This is an optimization exercise on Yosys and OpenROAD, whose aim is small area, not a production implementation.
Function was checked by simulation only, so behaviour that the tests miss may differ from the original.
Power and IR drop assume default switching activity.

### standard.sh
#!/bin/bash
# synth_recipe.tcl (not shown) runs the flow's synth.tcl, then flattens the netlist and writes it again
# the make line also repeats each setting of config.mk as NAME=value (left out here)
make -C /OpenROAD-flow-scripts/flow DESIGN_CONFIG=/design/flow/config.mk WORK_HOME=/design/flow/orfs CLKGATE_MAP_FILE= SYNTH_SCRIPT=/design/flow/synth_recipe.tcl "${@:-finish}"
### design.v
module screen_driver #(
  parameter STARTUP_WAIT = 32'd10000000,
  parameter FRAME_WAIT = 32'd450000
)(
  input  clk,
  input  rst,
  input  jumpOffset,
  output io_sclk,
  output io_sdin,
  output io_cs,
  output io_dc,
  output io_reset
);
  localparam [1:0] M_INIT = 2'b00, M_CMD = 2'b01, M_DATA = 2'b11, M_WAIT = 2'b10;
  localparam [1:0] SEG_X = 2'b01, SEG_Y = 2'b11, SEG_Z = 2'b00;
  localparam integer INIT_LEN   = 3 * STARTUP_WAIT + 1;
  localparam integer SLOT0      = (18 - INIT_LEN % 18) % 18;
  localparam integer INIT_BYTES = (INIT_LEN + SLOT0) / 18;
  localparam integer BYTE0      = 1024 - INIT_BYTES;
  localparam integer RSET = STARTUP_WAIT + SLOT0;
  localparam integer RCLR = 2 * STARTUP_WAIT + SLOT0;
  localparam integer RSET_B = BYTE0 + RSET / 18, RSET_S = RSET % 18;
  localparam integer RCLR_B = BYTE0 + RCLR / 18, RCLR_S = RCLR % 18;
  localparam integer WAIT_B = FRAME_WAIT / 18, WAIT_S = FRAME_WAIT % 18;
  localparam SETUP_INSTRUCTIONS = 23;
  localparam [(SETUP_INSTRUCTIONS*8)-1:0] startupCommands = {
    8'hAE, 8'h81, 8'h7F, 8'hA6, 8'h20, 8'h00, 8'hC8, 8'h40,
    8'hA1, 8'hA8, 8'h3F, 8'hD3, 8'h00, 8'hD5, 8'h80, 8'hD9,
    8'h22, 8'hDB, 8'h20, 8'h8D, 8'h14, 8'hA4, 8'hAF
  };
  function [9:0] inc10(input [9:0] a);
    integer i;
    reg c;
    begin
      c = 1'b1;
      for (i = 0; i < 10; i = i + 1) begin
        inc10[i] = a[i] ^ c;
        c = c & a[i];
      end
    end
  endfunction
  function [6:0] dec7(input [6:0] a);
    integer i;
    reg b;
    begin
      b = 1'b1;
      for (i = 0; i < 7; i = i + 1) begin
        dec7[i] = a[i] ^ b;
        b = b & ~a[i];
      end
    end
  endfunction
  reg [1:0] mode;
  reg [4:0] slot;
  reg [9:0] index;
  reg [6:0] obsX;
  reg [1:0] seg;
  reg       jumpLatched;
  reg       sdin;
  reg       resetLow;
  wire inInit = (mode == M_INIT);
  wire inCmd  = (mode == M_CMD);
  wire inData = (mode == M_DATA);
  wire inWait = (mode == M_WAIT);
  wire sending = mode[0];
  wire slotFirst = (slot == 5'd0);
  wire slotLast  = (slot == 5'd17);
  wire lastWrap  = (index == 10'd1023) & slotLast;
  wire cmdEnd  = inCmd & (index == SETUP_INSTRUCTIONS) & slotFirst;
  wire waitEnd = inWait & (index == WAIT_B) & (slot == WAIT_S);
  wire newFrame = cmdEnd | waitEnd;
  wire [2:0] bitSel = ~slot[3:1];
  reg [7:0] cmdByte;
  always @(*) begin
    case (index[4:0])
      5'd0: cmdByte = 8'hAE;
      5'd1: cmdByte = 8'h81;
      5'd2: cmdByte = 8'h7F;
      5'd3: cmdByte = 8'hA6;
      5'd4: cmdByte = 8'h20;
      5'd5: cmdByte = 8'h00;
      5'd6: cmdByte = 8'hC8;
      5'd7: cmdByte = 8'h40;
      5'd8: cmdByte = 8'hA1;
      5'd9: cmdByte = 8'hA8;
      5'd10: cmdByte = 8'h3F;
      5'd11: cmdByte = 8'hD3;
      5'd12: cmdByte = 8'h00;
      5'd13: cmdByte = 8'hD5;
      5'd14: cmdByte = 8'h80;
      5'd15: cmdByte = 8'hD9;
      5'd16: cmdByte = 8'h22;
      5'd17: cmdByte = 8'hDB;
      5'd18: cmdByte = 8'h20;
      5'd19: cmdByte = 8'h8D;
      5'd20: cmdByte = 8'h14;
      5'd21: cmdByte = 8'hA4;
      5'd22: cmdByte = 8'hAF;
      default: cmdByte = 8'hxx;
    endcase
  end
  wire whiteTrigger = inData & (index == 10'd0) & slotLast & obsX[0];
  wire patternBit;
  pattern_generator patternGen (
    .clk(clk),
    .rst(rst),
    .pixelIndex(index),
    .obsX(obsX),
    .jumpOffset(jumpLatched),
    .bitSel(bitSel),
    .update(whiteTrigger),
    .patternBit(patternBit)
  );
  wire [4:0] slotNext = (slot[0] ? {slot[4:1] + 4'd1, 1'b0} : {slot[4:1], 1'b1});
  always @(posedge clk) begin
    if (slotFirst)
      jumpLatched <= jumpOffset;
    if (rst) begin
      mode <= M_INIT;
      slot <= SLOT0;
      index <= BYTE0;
      obsX <= 0;
      seg <= SEG_Z;
      sdin <= 0;
      resetLow <= 0;
    end else begin
      slot <= (slotLast | waitEnd) ? 5'd0 : slotNext;
      if (newFrame)
        index <= 0;
      else if (slotLast)
        index <= inc10(index);
      if (newFrame) begin
        if ((seg == SEG_Y && obsX == 7'd121) || (seg == SEG_Z && obsX == 7'd9))
          obsX <= 0;
        else
          obsX <= dec7(obsX);
        if (obsX == 0)
          seg <= (seg == SEG_Z) ? SEG_X : (seg == SEG_X) ? SEG_Y : SEG_Z;
      end
      if (lastWrap & ~mode[1])
        mode[0] <= 1'b1;
      if (lastWrap & mode[1])
        mode[0] <= 1'b0;
      if (waitEnd)
        mode[0] <= 1'b1;
      if (cmdEnd)
        mode[1] <= 1'b1;
      if (sending & slot[0] & ~slot[4])
        sdin <= inCmd ? cmdByte[bitSel] : patternBit;
      if (inInit & (index == RSET_B) & (slot == RSET_S))
        resetLow <= 1'b1;
      if ((index == RCLR_B) & (slot == RCLR_S))
        resetLow <= 1'b0;
    end
  end
  assign io_sclk  = ~(sending & ~slot[0] & ~slotFirst);
  assign io_sdin  = sdin;
  assign io_cs    = inWait | (slotFirst & (mode[1] | (index != 0)) & sending);
  assign io_dc    = ~(inCmd & ~(slotFirst & (index == 0)));
  assign io_reset = ~resetLow;
endmodule
module jump_controller #(
  parameter JUMP_DURATION = 32'd19_500_000
)(
  input wire clk,
  input wire rst,
  input wire btn1,
  output reg jumpOffset
);
  localparam [19:0] ODD = 20'haaaaa;
  function [19:0] lfsr_step(input [19:0] s);
    lfsr_step = {s[18:0], ~(s[19] ^ s[16])};
  endfunction
  function [419:0] map_compose(input [419:0] f, input [419:0] g);
    integer i, j;
    reg [19:0] v, r;
    begin
      for (j = 0; j <= 20; j = j + 1) begin
        v = g[20*j +: 20];
        r = (j == 20) ? f[400 +: 20] : 20'd0;
        for (i = 0; i < 20; i = i + 1)
          if (v[i]) r = r ^ f[20*i +: 20];
        map_compose[20*j +: 20] = r;
      end
    end
  endfunction
  function [19:0] lfsr_after(input integer n);
    integer j, k;
    reg [419:0] p, acc;
    begin
      for (j = 0; j < 20; j = j + 1) begin
        acc[20*j +: 20] = 20'd1 << j;
        p[20*j +: 20] = lfsr_step(20'd1 << j) ^ lfsr_step(20'd0);
      end
      acc[400 +: 20] = 20'd0;
      p[400 +: 20] = lfsr_step(20'd0);
      for (k = 0; k < 31; k = k + 1) begin
        if ((n >> k) & 1)
          acc = map_compose(p, acc);
        p = map_compose(p, p);
      end
      lfsr_after = acc[400 +: 20];
    end
  endfunction
  localparam [19:0] LFSR_END = lfsr_after(JUMP_DURATION);
  reg [19:0] lfsrQ;
  wire [19:0] lfsr = lfsrQ ^ ODD;
  always @(posedge clk) begin
    lfsrQ <= (jumpOffset ? lfsr_step(lfsr) : 20'd0) ^ ODD;
    if (rst)
      jumpOffset <= 1'b0;
    else if (jumpOffset)
      jumpOffset <= (lfsr != LFSR_END);
    else
      jumpOffset <= !btn1;
  end
endmodule
module pattern_generator (
  input  wire       clk,
  input  wire       rst,
  input  wire [9:0] pixelIndex,
  input  wire [6:0] obsX,
  input  wire       jumpOffset,
  input  wire [2:0] bitSel,
  input  wire       update,
  output wire       patternBit
);
  wire [6:0] col = pixelIndex[6:0];
  wire [2:0] row = pixelIndex[9:7];
  reg [7:0] catSprite [0:31];
  initial $readmemh("cat_sprite.hex", catSprite);
  localparam CAT_X        = 40;
  localparam CAT_WIDTH    = 16;
  localparam WHITE_FRAMES = 30;
  wire horizontalOverlap = ~obsX[6] & obsX[5] & ~(obsX[4] & obsX[3]);
  reg [4:0] whiteCounter;
  always @(posedge clk) begin
    if (rst)
      whiteCounter <= 0;
    else if (update) begin
      if (horizontalOverlap && !jumpOffset)
        whiteCounter <= WHITE_FRAMES;
      else if (whiteCounter != 0)
        whiteCounter <= whiteCounter - 5'd1;
    end
  end
  reg [7:0] diff;
  integer i;
  reg b;
  always @(*) begin
    b = 1'b0;
    for (i = 0; i < 7; i = i + 1) begin
      diff[i] = col[i] ^ obsX[i] ^ b;
      b = (~col[i] & (obsX[i] | b)) | (obsX[i] & b);
    end
    diff[7] = b;
  end
  wire obstacle = (diff[7:3] == 5'd0) & ~(obsX[6:3] == 4'b1111);
  wire showWhite = (whiteCounter != 0);
  wire [2:0] catRow0 = jumpOffset ? 3'd1 : 3'd4;
  wire catRows = (row == catRow0) || (row == catRow0 + 3'd1);
  wire catCols = (col >= CAT_X) && (col < CAT_X + CAT_WIDTH);
  wire [6:0] catCol = col - CAT_X;
  wire [4:0] spriteAddr = {row != catRow0, catCol[3:0]};
  wire [7:0] spriteByte = catSprite[spriteAddr];
  reg [7:0] patternByte;
  always @(*) begin
    if (showWhite)
      patternByte = 8'hFF;
    else if (row == 6)
      patternByte = 8'hF0;
    else if (catRows && catCols)
      patternByte = spriteByte;
    else if (row == 5 && obstacle)
      patternByte = 8'hFF;
    else
      patternByte = 8'h00;
  end
  assign patternBit = patternByte[bitSel];
endmodule
module top #(
  parameter STARTUP_WAIT = 32'd2000,
  parameter FRAME_WAIT = 32'd4500,
  parameter JUMP_DURATION = 32'd950000
)(
  input clk,
  input rst,
  input btn1,
  output io_sclk,
  output io_sdin,
  output io_cs,
  output io_dc,
  output io_reset
);
  wire jumpOffset;
  jump_controller #(
    .JUMP_DURATION(JUMP_DURATION)
  ) jump_inst (
    .clk(clk),
    .rst(rst),
    .btn1(btn1),
    .jumpOffset(jumpOffset)
  );
  screen_driver #(
    .STARTUP_WAIT(STARTUP_WAIT),
    .FRAME_WAIT(FRAME_WAIT)
  ) driver (
    .clk(clk),
    .rst(rst),
    .jumpOffset(jumpOffset),
    .io_sclk(io_sclk),
    .io_sdin(io_sdin),
    .io_cs(io_cs),
    .io_dc(io_dc),
    .io_reset(io_reset)
  );
endmodule
### flow/area.abc
strash; ifraig; dc2; dch -f; amap; strash; dch -f; amap; topo
### flow/run.sh
#!/bin/bash
# Own layout flow: the standard flow, except that after the standard
# synthesis the combinational logic is mapped again by ABC with an
# area-oriented script (the standard synthesis maps for speed). Registers,
# their names and cell types are left exactly as the standard synthesis made
# them. Each tool's output goes to a log file of its own in this folder.
set -euo pipefail

WORK=$(pwd)
FLOWDIR=$WORK/flow
RES=$WORK/orfs/results/$FLOW_PLATFORM/top/base
LIB=$FLOW_HOME/platforms/$FLOW_PLATFORM/lib/sky130_fd_sc_hd__tt_025C_1v80.lib
YOSYS=$(command -v yosys || echo "$FLOW_HOME/../tools/install/yosys/bin/yosys")

# 1. the standard synthesis, unchanged.
bash standard.sh synth > "$WORK/log_1_standard_synth.log" 2>&1
cp "$RES/1_2_yosys.v" "$WORK/standard_1_2_yosys.v"

# 2. Map the combinational logic again for area. Flip-flop cells are kept
#    as black boxes, so their instances stay as they are.
DONT_USE=""
for c in $(grep -o 'sky130_fd_sc_hd__\(lpflow\|probe\)[a-z0-9_]*' "$LIB" | sort -u); do
  DONT_USE="$DONT_USE -dont_use $c"
done
cat > "$WORK/remap.ys" <<EOS
read_liberty -ignore_miss_func $LIB
blackbox sky130_fd_sc_hd__df* sky130_fd_sc_hd__edf* sky130_fd_sc_hd__sdf* sky130_fd_sc_hd__sedf* sky130_fd_sc_hd__dl* sky130_fd_sc_hd__sdl*
read_verilog $WORK/standard_1_2_yosys.v
hierarchy -check -top $FLOW_TOP
flatten
opt -purge
abc -liberty $LIB $DONT_USE -script $FLOWDIR/area.abc
opt_clean -purge
hilomap -singleton -hicell sky130_fd_sc_hd__conb_1 HI -locell sky130_fd_sc_hd__conb_1 LO
splitnets
opt_clean -purge
tee -o $WORK/remap_stat.txt stat -liberty $LIB
write_verilog -noattr -nohex -nodec $WORK/remapped_1_2_yosys.v
EOS
"$YOSYS" -s "$WORK/remap.ys" > "$WORK/log_2_remap.log" 2>&1

# Use the remapped netlist only if it keeps every flip-flop instance.
n_std=$(grep -c 'sky130_fd_sc_hd__\(df\|edf\|sdf\|sedf\)' "$WORK/standard_1_2_yosys.v" || true)
n_new=$(grep -c 'sky130_fd_sc_hd__\(df\|edf\|sdf\|sedf\)' "$WORK/remapped_1_2_yosys.v" || true)
if [[ "$n_std" == "$n_new" ]]; then
  cp "$WORK/remapped_1_2_yosys.v" "$RES/1_2_yosys.v"
  touch "$RES/1_2_yosys.v"
else
  echo "remap changed the flip-flops ($n_std -> $n_new); keeping the standard netlist" >> "$WORK/log_2_remap.log"
fi

# 3. The rest of the standard flow, from the netlist on.
bash standard.sh > "$WORK/log_3_standard_layout.log" 2>&1
### cat_sprite.hex
00 e0 f0 f8 70 00 00 fc fe fe fc fc fc fe fe fe
00 0f 1f 1c 3c fc fe ff ff ff ff ff ff ff 01 00
### constraint.sdc
create_clock -name core_clock -period 5.0 [get_ports {clk}]
set_input_delay 1.0000 -clock core_clock [delete_from_list [all_inputs] [get_ports {clk}]]
set_output_delay 1.0000 -clock core_clock [all_outputs]
set_load 0.01 [all_outputs]
### config.mk
export PLATFORM = sky130hd
export DESIGN_NAME = top
export DESIGN_NICKNAME = top
export VERILOG_FILES = /design/flow/design.v
export SDC_FILE = /design/flow/constraint.sdc
export NUM_CORES = 4
export LEC_CHECK = 0
export CAP_MARGIN = 20
export CORE_MARGIN = 2
export CORE_UTILIZATION = 40
export SLEW_MARGIN = 20
==> metrics.csv, run 1 <==
metric,value,unit
RSZ-0062 raised after global routing,no,
synthesis warning total,3,
area delta synth->final,9.565,%
crit-path max cell delay,0.56,ns
FP Rows,30,
initial antenna violation count,0,
Iter 0 DRT Violations,164,
final instance area,2995,sq um
Syn Inst Count,388,
Worst Skew,0.008070,ns
Avg Inst Size Synth,7.046,sq um
CTS buffer count,5,
Final setup viols,0,
core area,6719,sq um
GR Util met3,0.03333,
CTS Buffer Depth,2,
met2 Use GR,0.3406,
Worst Hold Class,reg -> reg,
Slew Limit Fails,0,
Mapped Area,2734,sq um
Synth Net Count,391,
outcome,no timing/DRC/antenna violations,
vias in the first global route,2574,
CTS hold repair buffers,0,
# resized after CTS,0,
combinational share of power,0.051,
Setup TNS Final,0,ns
clk slew on worst S/H paths,0.10,ns
vias per cell,5.795,
Root Buffer,clkbuf_8,
Clock power frac,0.339,
Tcrit/Tclk final,0.7149,
CP cell instances,nor2_1 > nand2_1 > nor3_1 > clkinv_1 > o21ai_0 > clkdlybuf4s50_1,
Sw Pwr,182.7,uW
Internal Power,557.6,uW
CP Capture Type,primary output,
worst hold stages,1,
Placer Congestion,1.021,
Max Fanout on Critical Path,9,
worst skew pair latency,0.31,ns
number of diodes,0,
Port Buffers,7,
Worst Path Arrival,2.57,ns
layout cells sized above 1,0.01985,
slowest cell on the critical path,clkdlybuf4s50_1,
Setup Buffers After CTS,0,
Setup crit end,io_dc,
R2R Path Start,driver.index[0],
Vias,2799,
largest net degree at the start of global routing,19,
maximum vdd ir drop,0.0001597,V
CTS Sinks,55,
CTS H-Tree Depth,2,
fin crit period,3.574,ns
total grt overflow,0,
Placed Instance Area,2904,sq um
initial core utilization,0.4069,
Net Sw Frac,0.2468,
die height,86.67,um
Reg-to-Reg End,driver.sdin,
wire per inst,15.49,um
grt peak-use layer,met2,
crit path kind,reg -> out,
r2r setup slk,2.05,ns
worst slew pin tran,0.9660,ns
final layout net count,405,
Die X-Extent,86.67,um
Antenna Nets Post-Route,0,
worst endpoint required time,4.00,ns
Pleak,0.0009808,uW
fmax,279.8,MHz
DP HPWL,5654,um
die area,7512,sq um
total wire length,7482,um
first-pass GRT wire length,12550,um
I/O pin total,8,
first drt pass iteration count,5,
Residual DRC,0,
total global-route track usage,0.2108,
Reg2Reg Depth,12,
Max-cap violations,0,
TritonCTS clock tree,done,
slew margin rel.,0.3501,
pwr/cell area,247.2,nW/um^2
critical path launch point type,flip-flop,
register share of total power,0.610,
GR Util met1,0.2789,
Fin. Hold Viols,0,
Crit. Startpoint,driver.slot[1],
-- power by group through the flow --
stage	clock, uW	combinational, uW	sequential (uW)
2_1_floorplan	0	25.9	460
3_3_place_gp	0	37.8	462
3_5_place_dp	0	37.4	462
4_1_cts	260	37.7	452
5_1_grt	274	42.8	453
6_report	251	38.0	452
-- stage by stage --
| step | hold WS [ns] | total power, uW | cells | util | setup WS (ns) |
|---|---|---|---|---|---|
| floorplan | 0.3576 | 485.6 | 388 | - | 2.579 |
| detailed placement | 0.3733 | 499.4 | 475 | 0.4322 | 1.770 |
| CTS | 0.3990 | 749.1 | 483 | 0.4458 | 1.417 |
| global route | 0.4125 | 770.2 | 483 | 0.4458 | 1.153 |
| global placement | 0.3642 | 499.7 | 475 | 0.4322 | 1.884 |
| finish | 0.3961 | 740.4 | 483 | 0.4458 | 1.426 |
-- sequential cells by signal, indices dropped and copies added, names as in the netlist --
| register | cells |
|---|---|
| jump_inst.jumpOffset | 1 |
| driver.resetLow | 1 |
| driver.jumpLatched | 1 |
| driver.seg | 2 |
| driver.slot | 5 |
| driver.obsX | 7 |
| driver.index | 10 |
| jump_inst.lfsrQ | 20 |
| driver.sdin | 1 |
| driver.patternGen.whiteCounter | 5 |
| driver.mode | 2 |
-- layer usage --
layer,routed length (um),vias to the layer above
met5,0,-
met4,227,0
met3,281,21
met2,3528,79
met1,3445,1286
li1,-,1413
-- critical path, delay by kind of cell (launching register included) --
family	cells	cell delay [ns]
buffers and inverters	2	0.75
AOI/OAI and AO/OA	1	0.22
and+or+nand+nor	3	0.88
DFF	1	0.40
-- worst min-delay path by stage --
stage,to,slack [ns],start
floorplan,jump_inst.lfsrQ[9],0.36,jump_inst.lfsrQ[8]
global placement,jump_inst.lfsrQ[5],0.36,jump_inst.lfsrQ[4]
detailed placement,jump_inst.lfsrQ[7],0.37,jump_inst.lfsrQ[6]
CTS,jump_inst.lfsrQ[5],0.40,jump_inst.lfsrQ[4]
global route,jump_inst.lfsrQ[5],0.41,jump_inst.lfsrQ[4]
finish,jump_inst.lfsrQ[5],0.40,jump_inst.lfsrQ[4]
-- cells in the final DEF (no fill, tap or decap), drive strengths merged, types with 2 or more instances in the layout --
master         count
a2111oi            7
a211oi             9
a21oi             23
a221oi             4
a22oi              2
a311oi             2
a31oi              5
clkbuf             5
clkdlybuf4s50      7
clkinv            51
dfxtp             54
nand2             44
nand3              9
nand4              5
nor2              86
nor3              20
nor4               7
o21a               4
o21ai             29
o221ai             2
o22ai              6
o311ai             2
or2                2
or3                5
-- final cells by class --
type | count | area [sq um]
clock buffers | 5 | 68.82
clock inverters | 3 | 22.52
repair buffers | 7 | 70.07
multi-input cells | 284 | 1439
flip-flops and latches | 55 | 1111
fillers | 687 | 3724
well taps | 80 | 100.1
inverters | 49 | 183.9
==> inputs of run 2 (changes only) <==
--- a/flow/run.sh
+++ b/flow/run.sh
@@ -51,3 +51,8 @@
 
-# 3. The rest of the standard flow, from the netlist on.
-bash standard.sh > "$WORK/log_3_standard_layout.log" 2>&1
+# 3. The rest of the standard flow, from the netlist on. Every port still
+#    gets a buffer, but the smallest one; the clock tree uses small buffers
+#    and no dummy loads.
+bash standard.sh \
+  "BUFFER_PORTS_ARGS=-buffer_cell sky130_fd_sc_hd__buf_1" \
+  "CTS_ARGS=-sink_clustering_enable -repair_clock_nets -dont_use_dummy_load -buf_list {sky130_fd_sc_hd__clkbuf_2 sky130_fd_sc_hd__clkbuf_4 sky130_fd_sc_hd__clkbuf_8}" \
+  finish > "$WORK/log_3_standard_layout.log" 2>&1
--- a/config.mk
+++ b/config.mk
@@ -9,3 +9,3 @@
 export CORE_MARGIN = 2
-export CORE_UTILIZATION = 40
+export CORE_UTILIZATION = 70
 export SLEW_MARGIN = 20
==> metrics.csv, run 2 <==
metric,value,unit,change
Slew Limit Fails,0,,unchanged
grt peak-use layer,met2,,unchanged
worst hold stages,1,,unchanged
fin util,0.7774,,was 0.4458
FP Rows,22,,was 30
final cell count without fillers,448,,was 483
total global-route track usage,0.3602,,was 0.2108
synthesis warning total,3,,unchanged
Placer Congestion,1.029,,was 1.021
met2 Use GR,0.5700,,was 0.3406
r2r setup slk,2.08,ns,was 2.05 ns
wire per inst,16.48,um,was 15.49 um
register name with the most flops,jump_inst.lfsrQ,,unchanged
CTS H-Tree Depth,2,,unchanged
CTS Buffer Depth,2,,unchanged
clk slew on worst S/H paths,0.09,ns,was 0.10 ns
Worst Hold Class,reg -> reg,,unchanged
DP HPWL,5444,um,was 5654 um
"commonest non-fill, non-tap cell in the layout",nor2_1,,unchanged
R2R Path Start,driver.index[2],,was driver.index[0]
vias in the first global route,2651,,was 2574
RSZ-0062 raised after global routing,no,,unchanged
Largest regs,"jump_inst.lfsrQ (20), driver.index (10), driver.obsX (7)",,unchanged
first-pass GRT wire length,12250,um,was 12550 um
slowest cell on the critical path,nor3_1,,was clkdlybuf4s50_1
crit path kind,reg -> out,,unchanged
total wire length,7381,um,was 7482 um
Crit. Startpoint,driver.slot[1],,unchanged
Clock power frac,0.314,,was 0.339
CP Capture Type,primary output,,unchanged
worst slew pin tran,1.106,ns,was 0.9660 ns
Internal Power,546.6,uW,was 557.6 uW
Net Sw Frac,0.2334,,was 0.2468
Final setup viols,0,,unchanged
final layout net count,405,,unchanged
Reg2Reg Depth,10,,was 12
multi-input logic area,1439,sq um,unchanged
initial antenna violation count,0,,unchanged
Synth Net Count,391,,unchanged
Vias,2925,,was 2799
vias per cell,6.529,,was 5.795
fmax,313.0,MHz,was 279.8 MHz
Iter 0 DRT Violations,332,,was 164
Setup TNS Final,0,ns,unchanged
Residual DRC,0,,unchanged
GR Util met1,0.4930,,was 0.2789
slew margin rel.,0.2557,,was 0.3501
Pleak,0.0009486,uW,was 0.0009808 uW
die height,66.50,um,was 86.67 um
combinational share of power,0.052,,was 0.051
Max Fanout on Critical Path,9,,unchanged
layout cells sized above 1,0.01250,,was 0.01985
I/O pin total,8,,unchanged
CP Buf/Inv Count,2,,unchanged
area delta synth->final,5.675,%,was 9.565%
max FFs per register,20,,unchanged
# resized after CTS,0,,unchanged
first drt pass iteration count,9,,was 5
Sw Pwr,166.4,uW,was 182.7 uW
worst skew pair latency,0.31,ns,about the same
beginning of the worst hold path,jump_inst.lfsrQ[4],,unchanged
number of diodes,0,,unchanged
Final Power,713.1,uW,was 740.4 uW
crit-path max cell delay,0.43,ns,was 0.56 ns
core area,3716,sq um,was 6719 sq um
Die X-Extent,66.50,um,was 86.67 um
maximum vdd ir drop,0.0002125,V,was 0.0001597 V
Fillers,278,,was 687
GR Util met3,0.07095,,was 0.03333
pwr/cell area,246.8,nW/um^2,was 247.2 nW/um^2
Max-cap violations,0,,unchanged
Root Buffer,clkbuf_8,,unchanged
Avg Inst Size Synth,7.046,sq um,unchanged
Mapped Area,2734,sq um,unchanged
critical path launch point type,flip-flop,,unchanged
Fin. Hold Viols,0,,unchanged
outcome,no timing/DRC/antenna violations,,unchanged
Worst Skew,0.02071,ns,was 0.008070 ns
crit-path leading delay family,simple AND/OR/NAND/NOR gates,,unchanged
Antenna Nets Post-Route,0,,unchanged
die area,4422,sq um,was 7512 sq um
register area,1111,sq um,unchanged
CP cell instances,nor2_1 > nand2_1 > nor3_1 > clkinv_1 > o21ai_0 > buf_1,,was nor2_1 > nand2_1 > nor3_1 > clkinv_1 > o21ai_0 > clkdlybuf4s50_1
Syn Inst Count,388,,unchanged
CTS Sinks,55,,unchanged
CTS hold repair buffers,0,,unchanged
Hold Crit Endpoint,jump_inst.lfsrQ[5],,unchanged
Reg-to-Reg End,driver.sdin,,unchanged
worst endpoint required time,4.00,ns,about the same
fin crit period,3.195,ns,was 3.574 ns
Tcrit/Tclk final,0.6391,,was 0.7149
CTS buffer count,5,,unchanged
total grt overflow,0,,unchanged
"commonest non-fill, non-tap cells in the layout","86 x nor2_1, 54 x dfxtp_1, 49 x clkinv_1",,unchanged
largest net degree at the start of global routing,18,,was 19
Worst Path Arrival,2.20,ns,was 2.57 ns
Port Buffers,7,,unchanged
Placed Cells,443,,was 475
initial core utilization,0.7357,,was 0.4069
register share of total power,0.634,,was 0.610
Setup Buffers After CTS,0,,unchanged
TritonCTS clock tree,done,,unchanged
## run 2: area by class of cell
cell class                      instances  share of cell area
Timing Repair Buffer                    7            0.009095
Inverter                               49             0.06366
Tap cell                               48             0.02079
Clock buffer                            5             0.02382
Multi-Input combinational cell        284              0.4981
Sequential cell                        55              0.3846
## run 2: worst register-to-register path: cells and delay by family, from the launching register on
kind / cells / cell delay [ns]
AOI/OAI and AO/OA: 7 / 1.67
buffers and inverters: 1 / 0.42
DFF: 1 / 0.65
and+or+nand+nor: 2 / 0.15
## run 2: power by group through the flow
stage               sequential (uW)  combinational [uW]  clock (uW)
global route                    453                40.8         238
finish                          452                36.8         224
global placement                462                35.1           0
CTS                             452                35.7         219
detailed placement              462                35.5           0
floorplan                       460                25.9           0
## run 2: layer usage
layer  routed length (um)  vias up
li1                     -     1397
met1                 3169     1298
met2                 3311      192
met3                  699       38
met4                  201        0
met5                    0        -
## run 2: how the worst max path moves through the flow
| stage | endpoint | slack, ns | cells after the start |
|---|---|---|---|
| finish | io_dc | 1.80 | 6 |
| floorplan | io_dc | 2.58 | 5 |
| CTS | io_dc | 1.87 | 6 |
| global route | io_dc | 1.62 | 6 |
| detailed placement | io_dc | 2.16 | 6 |
| global placement | driver.sdin | 2.13 | 10 |
## run 2: stage by stage
stage | hold slack, ns | worst slack [ns] | cell area (sq um)
after floorplan | 0.3576 | 2.579 | 2734
after global placement | 0.3628 | 2.132 | 2820
after global routing | 0.4027 | 1.620 | 2889
after detailed placement | 0.3684 | 2.160 | 2820
after CTS | 0.3876 | 1.870 | 2889
final | 0.3883 | 1.805 | 2889
==> inputs of run 3 (changes only) <==
--- a/flow/run.sh
+++ b/flow/run.sh
@@ -56,3 +56,3 @@
   "BUFFER_PORTS_ARGS=-buffer_cell sky130_fd_sc_hd__buf_1" \
-  "CTS_ARGS=-sink_clustering_enable -repair_clock_nets -dont_use_dummy_load -buf_list {sky130_fd_sc_hd__clkbuf_2 sky130_fd_sc_hd__clkbuf_4 sky130_fd_sc_hd__clkbuf_8}" \
+  "CTS_ARGS=-sink_clustering_enable -repair_clock_nets -dont_use_dummy_load -buf_list sky130_fd_sc_hd__clkbuf_8 -root_buf sky130_fd_sc_hd__clkbuf_8 -sink_clustering_size 30 -sink_clustering_max_diameter 300" \
   finish > "$WORK/log_3_standard_layout.log" 2>&1
==> metrics.csv, run 3 <==
metric,value,unit,change
Slew Limit Fails,0,,unchanged
Port Buffers,7,,unchanged
Worst Path Arrival,2.20,ns,about the same
die height,66.50,um,unchanged
final layout net count,405,,unchanged
Pleak,0.0009486,uW,unchanged
Residual DRC,0,,unchanged
Placer Congestion,1.029,,unchanged
largest net degree at the start of global routing,18,,unchanged
first drt pass iteration count,9,,unchanged
worst slew pin tran,1.106,ns,unchanged
Vias,2925,,unchanged
wire per inst,16.48,um,unchanged
maximum vdd ir drop,0.0002125,V,unchanged
die area,4422,sq um,unchanged
CTS Buffer Depth,2,,unchanged
first-pass GRT wire length,12250,um,unchanged
crit path kind,reg -> out,,unchanged
Max Fanout on Critical Path,9,,unchanged
CTS buffer count,5,,unchanged
outcome,no timing/DRC/antenna violations,,unchanged
FP Rows,22,,unchanged
CTS hold repair buffers,0,,unchanged
Worst Hold Class,reg -> reg,,unchanged
Syn Inst Count,388,,unchanged
total global-route track usage,0.3602,,unchanged
area delta synth->final,5.675,%,unchanged
"commonest non-fill, non-tap cell in the layout",nor2_1,,unchanged
layout cells sized above 1,0.01250,,unchanged
crit-path max cell delay,0.43,ns,about the same
fmax,313.0,MHz,unchanged
total grt overflow,0,,unchanged
# resized after CTS,0,,unchanged
Fillers,278,,unchanged
worst skew pair latency,0.31,ns,about the same
CP Capture Type,primary output,,unchanged
Final Power,713.1,uW,unchanged
I/O pin total,8,,unchanged
Mapped Area,2734,sq um,unchanged
Antenna Nets Post-Route,0,,unchanged
setup ws final,1.805,ns,unchanged
Final setup viols,0,,unchanged
CTS H-Tree Depth,2,,unchanged
max FFs per register,20,,unchanged
initial antenna violation count,0,,unchanged
Setup TNS Final,0,ns,unchanged
pwr/cell area,246.8,nW/um^2,unchanged
RSZ-0062 raised after global routing,no,,unchanged
Avg Inst Size Synth,7.046,sq um,unchanged
Fin. Hold Viols,0,,unchanged
Largest regs,"jump_inst.lfsrQ (20), driver.index (10), driver.obsX (7)",,unchanged
fin crit period,3.195,ns,unchanged
initial core utilization,0.7357,,unchanged
clk slew on worst S/H paths,0.09,ns,about the same
slew margin rel.,0.2557,,unchanged
Worst Skew,0.02071,ns,unchanged
slowest cell on the critical path,nor3_1,,unchanged
Die X-Extent,66.50,um,unchanged
Setup Buffers After CTS,0,,unchanged
register name with the most flops,jump_inst.lfsrQ,,unchanged
TritonCTS clock tree,done,,unchanged
Root Buffer,clkbuf_8,,unchanged
vias in the first global route,2651,,unchanged
Max-cap violations,0,,unchanged
"commonest non-fill, non-tap cells in the layout","86 x nor2_1, 54 x dfxtp_1, 49 x clkinv_1",,unchanged
Setup Slack @ Placement,2.160,ns,unchanged
total wire length,7381,um,unchanged
Synth Net Count,391,,unchanged
DP HPWL,5444,um,unchanged
core area,3716,sq um,unchanged
crit-path leading delay family,simple AND/OR/NAND/NOR gates,,unchanged
number of diodes,0,,unchanged
Placed Instance Area,2820,sq um,unchanged
vias per cell,6.529,,unchanged
CP cell instances,nor2_1 > nand2_1 > nor3_1 > clkinv_1 > o21ai_0 > buf_1,,unchanged
CP Buf/Inv Count,2,,unchanged
synthesis warning total,3,,unchanged
worst endpoint required time,4.00,ns,about the same
Tcrit/Tclk final,0.6391,,unchanged
critical path launch point type,flip-flop,,unchanged
Iter 0 DRT Violations,332,,unchanged
final instance area,2889,sq um,unchanged
CTS Sinks,55,,unchanged
run 3: final cells by class:
class / instances / area [sq um] / share of cell area
clock buffers: 5 / 68.82 / 0.02382
inverters: 49 / 183.9 / 0.06366
multi-input cells: 284 / 1439 / 0.4981
flip-flops and latches: 55 / 1111 / 0.3846
well taps: 48 / 60.06 / 0.02079
repair buffers: 7 / 26.28 / 0.009095
run 3: worst paths after layout:
path	start	endpoint	slack, ns	cells past startpoint
min	jump_inst.lfsrQ[4]	jump_inst.lfsrQ[5]	0.39	1
min reg2reg	jump_inst.lfsrQ[4]	jump_inst.lfsrQ[5]	0.39	1
max reg2reg	driver.index[2]	driver.sdin	2.08	10
max	driver.slot[1]	io_dc	1.80	6
run 3: stage by stage:
step / hold WS, ns / std cells / util
2_1_floorplan: 0.3576 / 388 / -
3_3_place_gp: 0.3628 / 443 / 0.7589
3_5_place_dp: 0.3684 / 443 / 0.7589
4_1_cts: 0.3876 / 448 / 0.7774
5_1_grt: 0.4027 / 448 / 0.7774
6_report: 0.3883 / 448 / 0.7774
run 3: routing by layer:
metal  global-route usage  routed length, um
met5                    0                  0
met4               0.1199                201
met3              0.07095                699
met2               0.5700               3311
met1               0.4930               3169
run 3: power breakdown:
group | leakage, uW | switching, uW | internal, uW | total [uW]
sequential | 0.000447 | 7.63 | 444 | 452
clock | 0.0000359 | 133 | 90.8 | 224
combinational | 0.000466 | 25.4 | 11.4 | 36.8
==> inputs of run 4 (changes only) <==
--- a/flow/run.sh
+++ b/flow/run.sh
@@ -56,3 +56,3 @@
   "BUFFER_PORTS_ARGS=-buffer_cell sky130_fd_sc_hd__buf_1" \
-  "CTS_ARGS=-sink_clustering_enable -repair_clock_nets -dont_use_dummy_load -buf_list sky130_fd_sc_hd__clkbuf_8 -root_buf sky130_fd_sc_hd__clkbuf_8 -sink_clustering_size 30 -sink_clustering_max_diameter 300" \
+  "CTS_ARGS=-sink_clustering_enable -repair_clock_nets -dont_use_dummy_load -buf_list sky130_fd_sc_hd__clkbuf_16 -root_buf sky130_fd_sc_hd__clkbuf_16 -sink_clustering_size 60 -sink_clustering_max_diameter 300" \
   finish > "$WORK/log_3_standard_layout.log" 2>&1
==> metrics.csv, run 4 <==
metric,value,unit,change
beginning of the worst hold path,jump_inst.lfsrQ[4],,unchanged
Residual DRC,0,,unchanged
total wire length,7772,um,was 7381 um
initial antenna violation count,0,,unchanged
Avg Inst Size Synth,7.046,sq um,unchanged
Root Buffer,clkbuf_16,,was clkbuf_8
Synth Net Count,391,,unchanged
core area,3716,sq um,unchanged
CTS Buffer Depth,2,,unchanged
"commonest non-fill, non-tap cells in the layout","86 x nor2_1, 54 x dfxtp_1, 49 x clkinv_1",,unchanged
wire per inst,17.35,um,was 16.48 um
Die X-Extent,66.50,um,unchanged
final instance area,2945,sq um,was 2889 sq um
slew margin rel.,0.2453,,was 0.2557
worst slew pin tran,1.122,ns,was 1.106 ns
Sw Pwr,178.0,uW,was 166.4 uW
critical path launch point type,flip-flop,,unchanged
Worst Skew,0.01305,ns,was 0.02071 ns
first-pass GRT wire length,12770,um,was 12250 um
max FFs per register,20,,unchanged
Setup Slack @ Placement,2.160,ns,unchanged
Max-cap violations,0,,unchanged
Internal Power,633.5,uW,was 546.6 uW
r2r setup slk,2.01,ns,was 2.08 ns
Vias,2974,,was 2925
initial core utilization,0.7357,,unchanged
pwr/cell area,275.6,nW/um^2,was 246.8 nW/um^2
Reg-to-Reg End,driver.sdin,,unchanged
Worst Path Arrival,2.18,ns,was 2.20 ns
vias per cell,6.638,,was 6.529
DP HPWL,5444,um,unchanged
outcome,no timing/DRC/antenna violations,,unchanged
final layout net count,405,,unchanged
CP Capture Type,primary output,,unchanged
die height,66.50,um,unchanged
Antenna Nets Post-Route,0,,unchanged
# resized after CTS,0,,unchanged
fin crit period,3.181,ns,was 3.195 ns
Largest regs,"jump_inst.lfsrQ (20), driver.index (10), driver.obsX (7)",,unchanged
setup ws final,1.819,ns,was 1.805 ns
first drt pass iteration count,5,,was 9
combinational share of power,0.046,,was 0.052
TritonCTS clock tree,done,,unchanged
crit path kind,reg -> out,,unchanged
R2R Path Start,driver.index[2],,unchanged
Hold Crit Endpoint,jump_inst.lfsrQ[5],,unchanged
Mapped Area,2734,sq um,unchanged
Syn Inst Count,388,,unchanged
layout cells sized above 1,0.01250,,unchanged
Placed Instance Area,2820,sq um,unchanged
total global-route track usage,0.3766,,was 0.3602
CTS hold repair buffers,0,,unchanged
Final setup viols,0,,unchanged
synthesis warning total,3,,unchanged
Clock power frac,0.397,,was 0.314
number of diodes,0,,unchanged
Net Sw Frac,0.2194,,was 0.2334
Placer Congestion,1.029,,unchanged
CTS Sinks,55,,unchanged
CTS buffer count,5,,unchanged
Fin. Hold Viols,0,,unchanged
vias in the first global route,2739,,was 2651
area delta synth->final,7.734,%,was 5.675%
fmax,314.4,MHz,was 313.0 MHz
FP Rows,22,,unchanged
Port Buffers,7,,unchanged
Slew Limit Fails,0,,unchanged
Final Power,811.6,uW,was 713.1 uW
Setup TNS Final,0,ns,unchanged
register name with the most flops,jump_inst.lfsrQ,,unchanged
die area,4422,sq um,unchanged
Iter 0 DRT Violations,478,,was 332
Setup Buffers After CTS,0,,unchanged
"commonest non-fill, non-tap cell in the layout",nor2_1,,unchanged
RSZ-0062 raised after global routing,no,,unchanged
Max Fanout on Critical Path,9,,unchanged
worst hold stages,1,,unchanged
Tcrit/Tclk final,0.6362,,was 0.6391
largest net degree at the start of global routing,18,,unchanged
total grt overflow,0,,unchanged
Worst Hold Class,reg -> reg,,unchanged
clk slew on worst S/H paths,0.06,ns,was 0.09 ns
fin util,0.7926,,was 0.7774
CTS H-Tree Depth,2,,unchanged
worst skew pair latency,0.29,ns,was 0.31 ns
maximum vdd ir drop,0.0003351,V,was 0.0002125 V
Pleak,0.0009743,uW,was 0.0009486 uW
I/O pin total,8,,unchanged
Reg2Reg Depth,10,,unchanged
register share of total power,0.557,,was 0.634
worst endpoint required time,4.00,ns,about the same
run 4: worst max-delay path, cell delays in order, from the launching register on:
cell	delay [ns]
dfxtp_1	0.40
nor2_1	0.33
nand2_1	0.13
nor3_1	0.44
clkinv_1	0.19
o21ai_0	0.22
buf_1	0.17
run 4: routing by layer:
metal  vias to the layer above  track usage  routed length (um)
li1                       1403            -                   -
met1                      1328       0.5161                3321
met2                       211       0.6063                3492
met3                        32      0.07432                 756
met4                         0       0.1020                 203
met5                         -            0                   0
run 4: worst max-delay path by stage:
| stage | from | to |
|---|---|---|
| floorplan | driver.slot[1] | io_dc |
| finish | driver.slot[1] | io_dc |
| global placement | driver.index[0] | driver.sdin |
| CTS | driver.slot[1] | io_dc |
| detailed placement | driver.slot[1] | io_dc |
| global route | driver.slot[1] | io_dc |
run 4: power groups by stage:
stage | combinational, uW | clock (uW) | sequential [uW]
2_1_floorplan | 25.9 | 0 | 460
3_3_place_gp | 35.1 | 0 | 462
3_5_place_dp | 35.5 | 0 | 462
4_1_cts | 35.9 | 314 | 452
5_1_grt | 41.2 | 335 | 453
6_report | 37.0 | 322 | 452
run 4: through the flow:
step / hold slack (ns) / cells
6_report: 0.3820 / 448
5_1_grt: 0.3958 / 448
4_1_cts: 0.3816 / 448
3_5_place_dp: 0.3684 / 443
3_3_place_gp: 0.3628 / 443
2_1_floorplan: 0.3576 / 388
run 4: final cells by class:
type                            count  area [sq um]
Inverter                           49         183.9
Tap cell                           48         60.06
Sequential cell                    55          1111
Fill cell                         267         770.7
Timing Repair Buffer                7         26.28
Multi-Input combinational cell    284          1439
Clock buffer                        5         125.1
==> inputs of run 5 (changes only) <==
--- a/flow/run.sh
+++ b/flow/run.sh
@@ -56,3 +56,3 @@
   "BUFFER_PORTS_ARGS=-buffer_cell sky130_fd_sc_hd__buf_1" \
-  "CTS_ARGS=-sink_clustering_enable -repair_clock_nets -dont_use_dummy_load -buf_list sky130_fd_sc_hd__clkbuf_16 -root_buf sky130_fd_sc_hd__clkbuf_16 -sink_clustering_size 60 -sink_clustering_max_diameter 300" \
+  "CTS_ARGS=-sink_clustering_enable -repair_clock_nets -dont_use_dummy_load -buf_list sky130_fd_sc_hd__clkbuf_16 -root_buf sky130_fd_sc_hd__clkbuf_16 -sink_clustering_size 60 -sink_clustering_max_diameter 500 -sink_buffer_max_cap_derate 1.0" \
   finish > "$WORK/log_3_standard_layout.log" 2>&1
==> metrics.csv, run 5 <==
metric,value,unit,change
worst endpoint required time,4.00,ns,about the same
Residual DRC,0,,unchanged
clk slew on worst S/H paths,0.06,ns,about the same
total wire length,7772,um,unchanged
register share of total power,0.557,,about the same
total grt overflow,0,,unchanged
slew margin rel.,0.2453,,unchanged
initial antenna violation count,0,,unchanged
Net Sw Frac,0.2194,,unchanged
Internal Power,633.5,uW,unchanged
worst hold margin,0.3820,ns,unchanged
Die X-Extent,66.50,um,unchanged
CTS Sinks,55,,unchanged
Fillers,267,,unchanged
Largest regs,"jump_inst.lfsrQ (20), driver.index (10), driver.obsX (7)",,unchanged
outcome,no timing/DRC/antenna violations,,unchanged
r2r setup slk,2.01,ns,about the same
Crit. Startpoint,driver.slot[1],,unchanged
worst slew pin tran,1.122,ns,unchanged
final layout net count,405,,unchanged
die height,66.50,um,unchanged
fmax,314.4,MHz,unchanged
pwr/cell area,275.6,nW/um^2,unchanged
Syn Inst Count,388,,unchanged
maximum vdd ir drop,0.0003351,V,unchanged
CTS H-Tree Depth,2,,unchanged
vias per cell,6.638,,unchanged
Setup Buffers After CTS,0,,unchanged
layout cells sized above 1,0.01250,,unchanged
register name with the most flops,jump_inst.lfsrQ,,unchanged
Antenna Nets Post-Route,0,,unchanged
synthesis warning total,3,,unchanged
Reg2Reg Depth,10,,unchanged
first drt pass iteration count,5,,unchanged
Pleak,0.0009743,uW,unchanged
# resized after CTS,0,,unchanged
Setup crit end,io_dc,,unchanged
Max Fanout on Critical Path,9,,unchanged
Worst Hold Class,reg -> reg,,unchanged
Iter 0 DRT Violations,478,,unchanged
TritonCTS clock tree,done,,unchanged
CP Capture Type,primary output,,unchanged
Placer Congestion,1.029,,unchanged
total global-route track usage,0.3766,,unchanged
number of diodes,0,,unchanged
Final setup viols,0,,unchanged
initial core utilization,0.7357,,unchanged
RSZ-0062 raised after global routing,no,,unchanged
Final Power,811.6,uW,unchanged
area delta synth->final,7.734,%,unchanged
first-pass GRT wire length,12770,um,unchanged
"commonest non-fill, non-tap cell in the layout",nor2_1,,unchanged
Sw Pwr,178.0,uW,unchanged
CTS buffer count,5,,unchanged
Worst Skew,0.01305,ns,unchanged
Vias,2974,,unchanged
Clock power frac,0.397,,about the same
core area,3716,sq um,unchanged
Max-cap violations,0,,unchanged
"commonest non-fill, non-tap cells in the layout","86 x nor2_1, 54 x dfxtp_1, 49 x clkinv_1",,unchanged
Setup TNS Final,0,ns,unchanged
Mapped Area,2734,sq um,unchanged
Slew Limit Fails,0,,unchanged
critical path launch point type,flip-flop,,unchanged
R2R Path Start,driver.index[2],,unchanged
CTS hold repair buffers,0,,unchanged
Port Buffers,7,,unchanged
largest net degree at the start of global routing,18,,unchanged
Worst Path Arrival,2.18,ns,about the same
wire per inst,17.35,um,unchanged
fin util,0.7926,,unchanged
worst skew pair latency,0.29,ns,about the same
max FFs per register,20,,unchanged
CTS Buffer Depth,2,,unchanged
Tcrit/Tclk final,0.6362,,unchanged
Root Buffer,clkbuf_16,,unchanged
Fin. Hold Viols,0,,unchanged
I/O pin total,8,,unchanged
DP HPWL,5444,um,unchanged
die area,4422,sq um,unchanged
Avg Inst Size Synth,7.046,sq um,unchanged
Reg-to-Reg End,driver.sdin,,unchanged
vias in the first global route,2739,,unchanged
fin crit period,3.181,ns,unchanged
combinational share of power,0.046,,about the same
crit path kind,reg -> out,,unchanged
FP Rows,22,,unchanged
Synth Net Count,391,,unchanged
## run 5: cell counts in the layout (fill, tap and decap cells not counted)
Identical to the previous run, type by type.
## run 5: worst min-delay path by stage
stage,start,endpoint,slack [ns],depth (start not counted)
detailed placement,jump_inst.lfsrQ[6],jump_inst.lfsrQ[7],0.37,1
global placement,jump_inst.lfsrQ[6],jump_inst.lfsrQ[7],0.36,1
global route,jump_inst.lfsrQ[2],jump_inst.lfsrQ[3],0.40,1
floorplan,jump_inst.lfsrQ[8],jump_inst.lfsrQ[9],0.36,1
finish,jump_inst.lfsrQ[4],jump_inst.lfsrQ[5],0.38,1
CTS,jump_inst.lfsrQ[4],jump_inst.lfsrQ[5],0.38,1
## run 5: routing by layer
layer  up-vias  wire (um)  global-route usage  share of wire
met4         0        203              0.1020          0.026
met2       211       3492              0.6063           0.45
li1       1403          -                   -              -
met3        32        756             0.07432          0.097
met1      1328       3321              0.5161           0.43
met5         -          0                   0              0
## run 5: cell type report
cell class                 instances  area (sq um)  share of cell area
clock buffer                       5         125.1             0.04248
inverter                          49         183.9             0.06245
tap                               48         60.06             0.02039
timing repair buffer               7         26.28            0.008921
multi-input combinational        284          1439              0.4885
sequential                        55          1111              0.3772
## run 5: power groups by stage
stage	combinational [uW]	sequential [uW]	clock (uW)
floorplan	25.9	460	0
global placement	35.1	462	0
detailed placement	35.5	462	0
CTS	35.9	452	314
global route	41.2	453	335
finish	37.0	452	322
## run 5: stage by stage
step                area [sq um]  instances  setup WS, ns
finish                      2945        448         1.819
global route                2945        448         1.639
CTS                         2945        448         1.874
detailed placement          2820        443         2.160
global placement            2820        443         2.132
floorplan                   2734        388         2.579
## run 5: critical path, stage by stage (launching register included)
cell and delay, ns:
dfxtp_1 0.40, nor2_1 0.33, nand2_1 0.13, nor3_1 0.44
clkinv_1 0.19, o21ai_0 0.22, buf_1 0.17
==> inputs of run 6 (changes only) <==
--- a/flow/run.sh
+++ b/flow/run.sh
@@ -56,3 +56,3 @@
   "BUFFER_PORTS_ARGS=-buffer_cell sky130_fd_sc_hd__buf_1" \
-  "CTS_ARGS=-sink_clustering_enable -repair_clock_nets -dont_use_dummy_load -buf_list sky130_fd_sc_hd__clkbuf_16 -root_buf sky130_fd_sc_hd__clkbuf_16 -sink_clustering_size 60 -sink_clustering_max_diameter 500 -sink_buffer_max_cap_derate 1.0" \
+  "CTS_ARGS=-sink_clustering_enable -repair_clock_nets -dont_use_dummy_load -buf_list sky130_fd_sc_hd__clkbuf_8 -root_buf sky130_fd_sc_hd__clkbuf_8 -sink_clustering_size 30 -sink_clustering_max_diameter 500 -sink_buffer_max_cap_derate 0.5" \
   finish > "$WORK/log_3_standard_layout.log" 2>&1
==> metrics.csv, run 6 <==
metric,value,unit,change
crit-path leading delay family,simple AND/OR/NAND/NOR gates,,unchanged
Port Buffers,7,,unchanged
Die X-Extent,66.50,um,unchanged
Max-cap violations,0,,unchanged
Tcrit/Tclk final,0.6391,,was 0.6362
Residual DRC,0,,unchanged
Vias,2925,,was 2974
# resized after CTS,0,,unchanged
die area,4422,sq um,unchanged
Placer Congestion,1.029,,unchanged
final cell count without fillers,448,,unchanged
total global-route track usage,0.3602,,was 0.3766
CP cell instances,nor2_1 > nand2_1 > nor3_1 > clkinv_1 > o21ai_0 > buf_1,,unchanged
"commonest non-fill, non-tap cell in the layout",nor2_1,,unchanged
initial core utilization,0.7357,,unchanged
worst endpoint required time,4.00,ns,about the same
CTS hold repair buffers,0,,unchanged
die height,66.50,um,unchanged
final layout net count,405,,unchanged
Setup Slack @ Placement,2.160,ns,unchanged
worst hold margin,0.3883,ns,was 0.3820 ns
Worst Hold Class,reg -> reg,,unchanged
TritonCTS clock tree,done,,unchanged
first drt pass iteration count,9,,was 5
number of diodes,0,,unchanged
vias per cell,6.529,,was 6.638
Final setup viols,0,,unchanged
fin crit period,3.195,ns,was 3.181 ns
Avg Inst Size Synth,7.046,sq um,unchanged
Root Buffer,clkbuf_8,,was clkbuf_16
CP Buf/Inv Count,2,,unchanged
total grt overflow,0,,unchanged
RSZ-0062 raised after global routing,no,,unchanged
slowest cell on the critical path,nor3_1,,unchanged
largest net degree at the start of global routing,18,,unchanged
first-pass GRT wire length,12250,um,was 12770 um
slew margin rel.,0.2557,,was 0.2453
Setup Buffers After CTS,0,,unchanged
total wire length,7381,um,was 7772 um
CTS H-Tree Depth,2,,unchanged
max FFs per register,20,,unchanged
fin util,0.7774,,was 0.7926
Slew Limit Fails,0,,unchanged
layout cells sized above 1,0.01250,,unchanged
setup ws final,1.805,ns,was 1.819 ns
clk slew on worst S/H paths,0.09,ns,was 0.06 ns
FP Rows,22,,unchanged
Setup TNS Final,0,ns,unchanged
initial antenna violation count,0,,unchanged
Antenna Nets Post-Route,0,,unchanged
CTS buffer count,5,,unchanged
"commonest non-fill, non-tap cells in the layout","86 x nor2_1, 54 x dfxtp_1, 49 x clkinv_1",,unchanged
wire per inst,16.48,um,was 17.35 um
critical path launch point type,flip-flop,,unchanged
CTS Buffer Depth,2,,unchanged
Worst Skew,0.02071,ns,was 0.01305 ns
core area,3716,sq um,unchanged
fmax,313.0,MHz,was 314.4 MHz
Synth Net Count,391,,unchanged
Iter 0 DRT Violations,332,,was 478
synthesis warning total,3,,unchanged
Largest regs,"jump_inst.lfsrQ (20), driver.index (10), driver.obsX (7)",,unchanged
vias in the first global route,2651,,was 2739
Syn Inst Count,388,,unchanged
worst skew pair latency,0.31,ns,was 0.29 ns
DP HPWL,5444,um,unchanged
Max Fanout on Critical Path,9,,unchanged
CP Capture Type,primary output,,unchanged
Fin. Hold Viols,0,,unchanged
register name with the most flops,jump_inst.lfsrQ,,unchanged
worst slew pin tran,1.106,ns,was 1.122 ns
Mapped Area,2734,sq um,unchanged
CTS Sinks,55,,unchanged
maximum vdd ir drop,0.0002125,V,was 0.0003351 V
I/O pin total,8,,unchanged
outcome,no timing/DRC/antenna violations,,unchanged
crit-path max cell delay,0.43,ns,was 0.44 ns
pwr/cell area,246.8,nW/um^2,was 275.6 nW/um^2
Placed Cells,443,,unchanged
area delta synth->final,5.675,%,was 7.734%
crit path kind,reg -> out,,unchanged
Worst Path Arrival,2.20,ns,was 2.18 ns
Pleak,0.0009486,uW,was 0.0009743 uW
run 6: changes by cell type in the layout (fill, tap and decap cells not counted):
cell / before / now
clkbuf_16: 5 / 0
clkbuf_8: 0 / 5
run 6: through the flow:
step / power [uW] / cell area, sq um
2_1_floorplan: 485.6 / 2734
3_3_place_gp: 497.0 / 2820
3_5_place_dp: 497.5 / 2820
4_1_cts: 706.6 / 2889
5_1_grt: 731.4 / 2889
6_report: 713.1 / 2889
run 6: path summary, 6_finish.rpt:
path,slack (ns),startpoint,to,depth (start not counted)
setup / recovery,1.80,driver.slot[1],io_dc,6
hold / removal,0.39,jump_inst.lfsrQ[4],jump_inst.lfsrQ[5],1
setup reg to reg,2.08,driver.index[2],driver.sdin,10
hold reg to reg,0.39,jump_inst.lfsrQ[4],jump_inst.lfsrQ[5],1
run 6: worst reg2reg max path, delay by kind of cell (launching register included):
| kind | cells | cell delay [ns] |
|---|---|---|
| simple gates | 2 | 0.15 |
| flops | 1 | 0.65 |
| compound gates | 7 | 1.67 |
| buf+inv | 1 | 0.42 |
run 6: cell type report:
type,count,area [sq um]
Fill cell,278,827.0
Inverter,49,183.9
Sequential cell,55,1111
Tap cell,48,60.06
Multi-Input combinational cell,284,1439
Clock buffer,5,68.82
Timing Repair Buffer,7,26.28
run 6: report_power, final:
group	total [uW]	internal [uW]	switching, uW
registers	452	444	7.63
logic	36.8	11.4	25.4
clock network	224	90.8	133
total	713	547	166
run 6: routing by layer:
metal  global-route usage  up-vias  wire [um]
met2               0.5700      192       3311
met5                    0        -          0
li1                     -     1397          -
met1               0.4930     1298       3169
met4               0.1199        0        201
met3              0.07095       38        699
==> inputs of run 7 (changes only) <==
==> run.sh (new file) <==
#!/bin/bash
# synth_recipe.tcl (not shown) runs the flow's synth.tcl, then flattens the netlist and writes it again
# the make line also repeats each setting of config.mk as NAME=value (left out here)
make -C /OpenROAD-flow-scripts/flow DESIGN_CONFIG=/design/flow/config.mk WORK_HOME=/design/flow/orfs CLKGATE_MAP_FILE= SYNTH_SCRIPT=/design/flow/synth_recipe.tcl finish
--- a/config.mk
+++ b/config.mk
@@ -9,3 +9,3 @@
 export CORE_MARGIN = 2
-export CORE_UTILIZATION = 70
+export CORE_UTILIZATION = 40
 export SLEW_MARGIN = 20
removed: flow/run.sh
removed: flow/area.abc
removed: standard.sh
==> metrics.csv, run 7 <==
metric,value,unit,change
CTS Buffer Depth,2,,unchanged
area share of the largest cell type after synthesis,0.3263,,
I/O pin total,8,,unchanged
Unique masters post-synth,64,,
area delta synth->final,7.704,%,was 5.675%
Hold Crit Endpoint,jump_inst.lfsrQ[19],,was jump_inst.lfsrQ[5]
vias per cell,5.581,,was 6.529
CTS Sinks,55,,unchanged
Iter 0 DRT Violations,219,,was 332
number of diodes,0,,unchanged
clk slew on worst S/H paths,0.11,ns,was 0.09 ns
RSZ-0062 raised after global routing,no,,unchanged
fin crit period,4.472,ns,was 3.195 ns
Reg-to-Reg End,driver.sdin,,unchanged
vias in the first global route,2699,,was 2651
Vias,2813,,was 2925
Port Buffers,7,,unchanged
Placer Congestion,0.9750,,was 1.029
largest net degree at the start of global routing,27,,was 18
r2r setup slk,0.53,ns,was 2.08 ns
leading area contributor after synthesis,dfxtp_1,,
Mapped Area,3313,sq um,was 2734 sq um
worst slew pin tran,0.9084,ns,was 1.106 ns
TritonCTS clock tree,done,,unchanged
initial core utilization,0.4073,,was 0.7357
beginning of the worst hold path,jump_inst.lfsrQ[18],,was jump_inst.lfsrQ[4]
total wire length,7823,um,was 7381 um
Syn Inst Count,398,,was 388
Slew Limit Fails,0,,unchanged
Tcrit/Tclk final,0.8943,,was 0.6391
Max Fanout on Critical Path,12,,was 9
CTS H-Tree Depth,2,,unchanged
FP Rows,33,,was 22
Root Buffer,clkbuf_8,,unchanged
wire per inst,15.52,um,was 16.48 um
first-pass GRT wire length,13390,um,was 12250 um
Max-cap violations,0,,unchanged
Seq cells post-synth,55,,
Pleak,0.001337,uW,was 0.0009486 uW
CP Capture Type,flip-flop,,was primary output
R2R Path Start,driver.index[1],,was driver.index[2]
synthesis warning total,3,,unchanged
crit path kind,reg -> reg,,was reg -> out
worst endpoint required time,5.22,ns,was 4.00 ns
Final setup viols,0,,unchanged
worst hold stages,1,,unchanged
maximum vdd ir drop,0.0001711,V,was 0.0002125 V
Residual DRC,0,,unchanged
Worst Skew,0.006745,ns,was 0.02071 ns
worst hold margin,0.4019,ns,was 0.3883 ns
"commonest non-fill, non-tap cells in the layout","54 x dfxtp_1, 53 x nand2_1, 33 x nor2_1",,"was 86 x nor2_1, 54 x dfxtp_1, 49 x clkinv_1"
fin util,0.4387,,was 0.7774
die area,9027,sq um,was 4422 sq um
Reg2Reg Depth,15,,was 10
CTS buffer count,5,,unchanged
total global-route track usage,0.1878,,was 0.3602
worst skew pair latency,0.31,ns,about the same
post-synthesis sequential area ratio,0.3353,,
"commonest non-fill, non-tap cell in the layout",dfxtp_1,,was nor2_1
commonest cells in the netlist,"54 x dfxtp_1, 53 x nand2_1, 33 x nor2_1",,
"EDFF count, synth",1,,
fmax,223.6,MHz,was 313.0 MHz
Die X-Extent,95.01,um,was 66.50 um
Setup TNS Final,0,ns,unchanged
core area,8134,sq um,was 3716 sq um
pwr/cell area,218.7,nW/um^2,was 246.8 nW/um^2
Largest regs,"jump_inst.lfsrQ (20), driver.index (10), driver.obsX (7)",,unchanged
outcome,no timing/DRC/antenna violations,,unchanged
CTS hold repair buffers,0,,unchanged
DP HPWL,5726,um,was 5444 um
Avg Inst Size Synth,8.325,sq um,was 7.046 sq um
ys async rst share,0,,
total grt overflow,0,,unchanged
slew margin rel.,0.3903,,was 0.2557
Worst Hold Class,reg -> reg,,unchanged
largest cells by area after synthesis,"dfxtp_1 33%, ha_1 10%, nand2_1 6.0%",,
layout cells sized above 1,0.06266,,was 0.01250
final layout net count,432,,was 405
critical path launch point type,flip-flop,,unchanged
Fin. Hold Viols,0,,unchanged
Antenna Nets Post-Route,0,,unchanged
register name with the most flops,jump_inst.lfsrQ,,unchanged
Fillers,804,,was 278
initial antenna violation count,0,,unchanged
Worst Path Arrival,4.70,ns,was 2.20 ns
ys flop type,dfxtp_1,,
max FFs per register,20,,unchanged
die height,95.01,um,was 66.50 um
first drt pass iteration count,4,,was 9
most common cell in the netlist,dfxtp_1,,
# resized after CTS,0,,unchanged
Synth Net Count,432,,was 391
Setup Buffers After CTS,0,,unchanged
-- run 7: critical path, stage by stage (launching register included) --
cell	delay, ns
dfxtp_1	0.56
inv_1	0.20
maj3_1	0.35
o21ai_0	0.07
o21ai_0	0.15
fa_1	0.48
fa_1	0.46
fa_1	0.43
inv_1	0.09
fa_1	0.38
nand4b_1	0.16
a2111oi_0	0.36
nand2_1	0.14
a21oi_1	0.17
a211oi_1	0.08
o41ai_2	0.30
-- run 7: cell type report --
class,count,area [sq um],share of cell area
clock buffer,5,68.82,0.01928
clock inverter,3,33.78,0.009467
inverter,23,86.33,0.02419
multi-input combinational,301,2029,0.5687
sequential,55,1111,0.3114
tap,105,131.4,0.03682
timing repair buffer,12,107.6,0.03015
-- run 7: per-stage QoR --
stage	cell area [sq um]	std cells	setup WS, ns	power [uW]
final	3568	504	0.5284	780.5
after CTS	3568	504	0.4823	787.6
after detailed placement	3466	496	0.5471	519.8
after global placement	3466	496	0.7033	519.4
after floorplan	3313	398	0.9699	506.3
after global routing	3568	504	0.09648	811.4
-- run 7: power by group --
group	total, uW	leakage [uW]	switching, uW	internal [uW]
combinational	47.2	0.000838	25.4	21.9
clock	270	0.0000515	165	106
sequential	463	0.000447	17.6	445
-- run 7: cells by family after synthesis --
logic type                 synth area share
adders and majority gates            0.1292
and+or+nand+nor                      0.2560
muxes                               0.02417
buffers and inverters               0.05211
DFF                                  0.3353
xor gates and xnor gates            0.02379
AOI/OAI and AO/OA                    0.1794
-- run 7: how the worst max path moves through the flow --
stage | from | endpoint | slack [ns] | cells after the start
6_report | driver.index[1] | driver.sdin | 0.53 | 15
2_1_floorplan | driver.index[1] | driver.sdin | 0.97 | 15
3_5_place_dp | driver.index[1] | driver.sdin | 0.55 | 15
3_3_place_gp | driver.index[1] | driver.sdin | 0.70 | 15
4_1_cts | driver.index[1] | driver.sdin | 0.48 | 15
5_1_grt | driver.index[1] | driver.sdin | 0.1 | 15
-- run 7: routing by layer --
| metal | wire length (um) | up-vias | track usage | share of wire |
|---|---|---|---|---|
| met3 | 493 | 20 | 0.03794 | 0.063 |
| met5 | 0 | - | 0 | 0 |
| met2 | 3525 | 91 | 0.3073 | 0.45 |
| li1 | - | 1414 | - | - |
| met1 | 3568 | 1288 | 0.2487 | 0.46 |
| met4 | 235 | 0 | 0.06039 | 0.030 |

-- re-timing with driven ports --
The results above use ideal ports. As a check the final layouts listed here were re-extracted and re-timed, cells and wires unchanged.
Step 1, drivers: a clkbuf_16 drives clk and a buf_2 each remaining input, both assumed.
Step 2 moves the port delays by t, midway between the first and last clock arrival at a register: inputs arrive t later, outputs are due t later. That takes back most of the time a late clock gives input paths.
Three values: no drivers, after step 1, after step 2; two values: the first two.
| run | t, ns | setup WS [ns] | worst hold slack (ns) | worst setup path after step 2 | worst data-port slew with drivers (ns) |
|---|---|---|---|---|---|
| run 1 | 0.336 | 1.426 / 1.397 / 1.733 | 0.396 / 0.396 / 0.396 | register to output | 0.03 |
| run 2 | 0.333 | 1.805 / 1.775 / 2.081 | 0.388 / 0.388 / 0.388 | register to register | 0.03 |
| run 3 | 0.333 | 1.805 / 1.775 / 2.081 | 0.388 / 0.388 / 0.388 | register to register | 0.03 |
| run 4 | 0.317 | 1.819 / 1.788 / 2.008 | 0.382 / 0.382 / 0.382 | register to register | 0.03 |
| run 5 | 0.317 | 1.819 / 1.788 / 2.008 | 0.382 / 0.382 / 0.382 | register to register | 0.03 |
| run 6 | 0.333 | 1.805 / 1.775 / 2.081 | 0.388 / 0.388 / 0.388 | register to register | 0.03 |
| run 7 | 0.341 | 0.528 / 0.528 / 0.528 | 0.402 / 0.402 / 0.402 | register to register | 0.03 |
After both steps setup and hold are still met in every run listed.
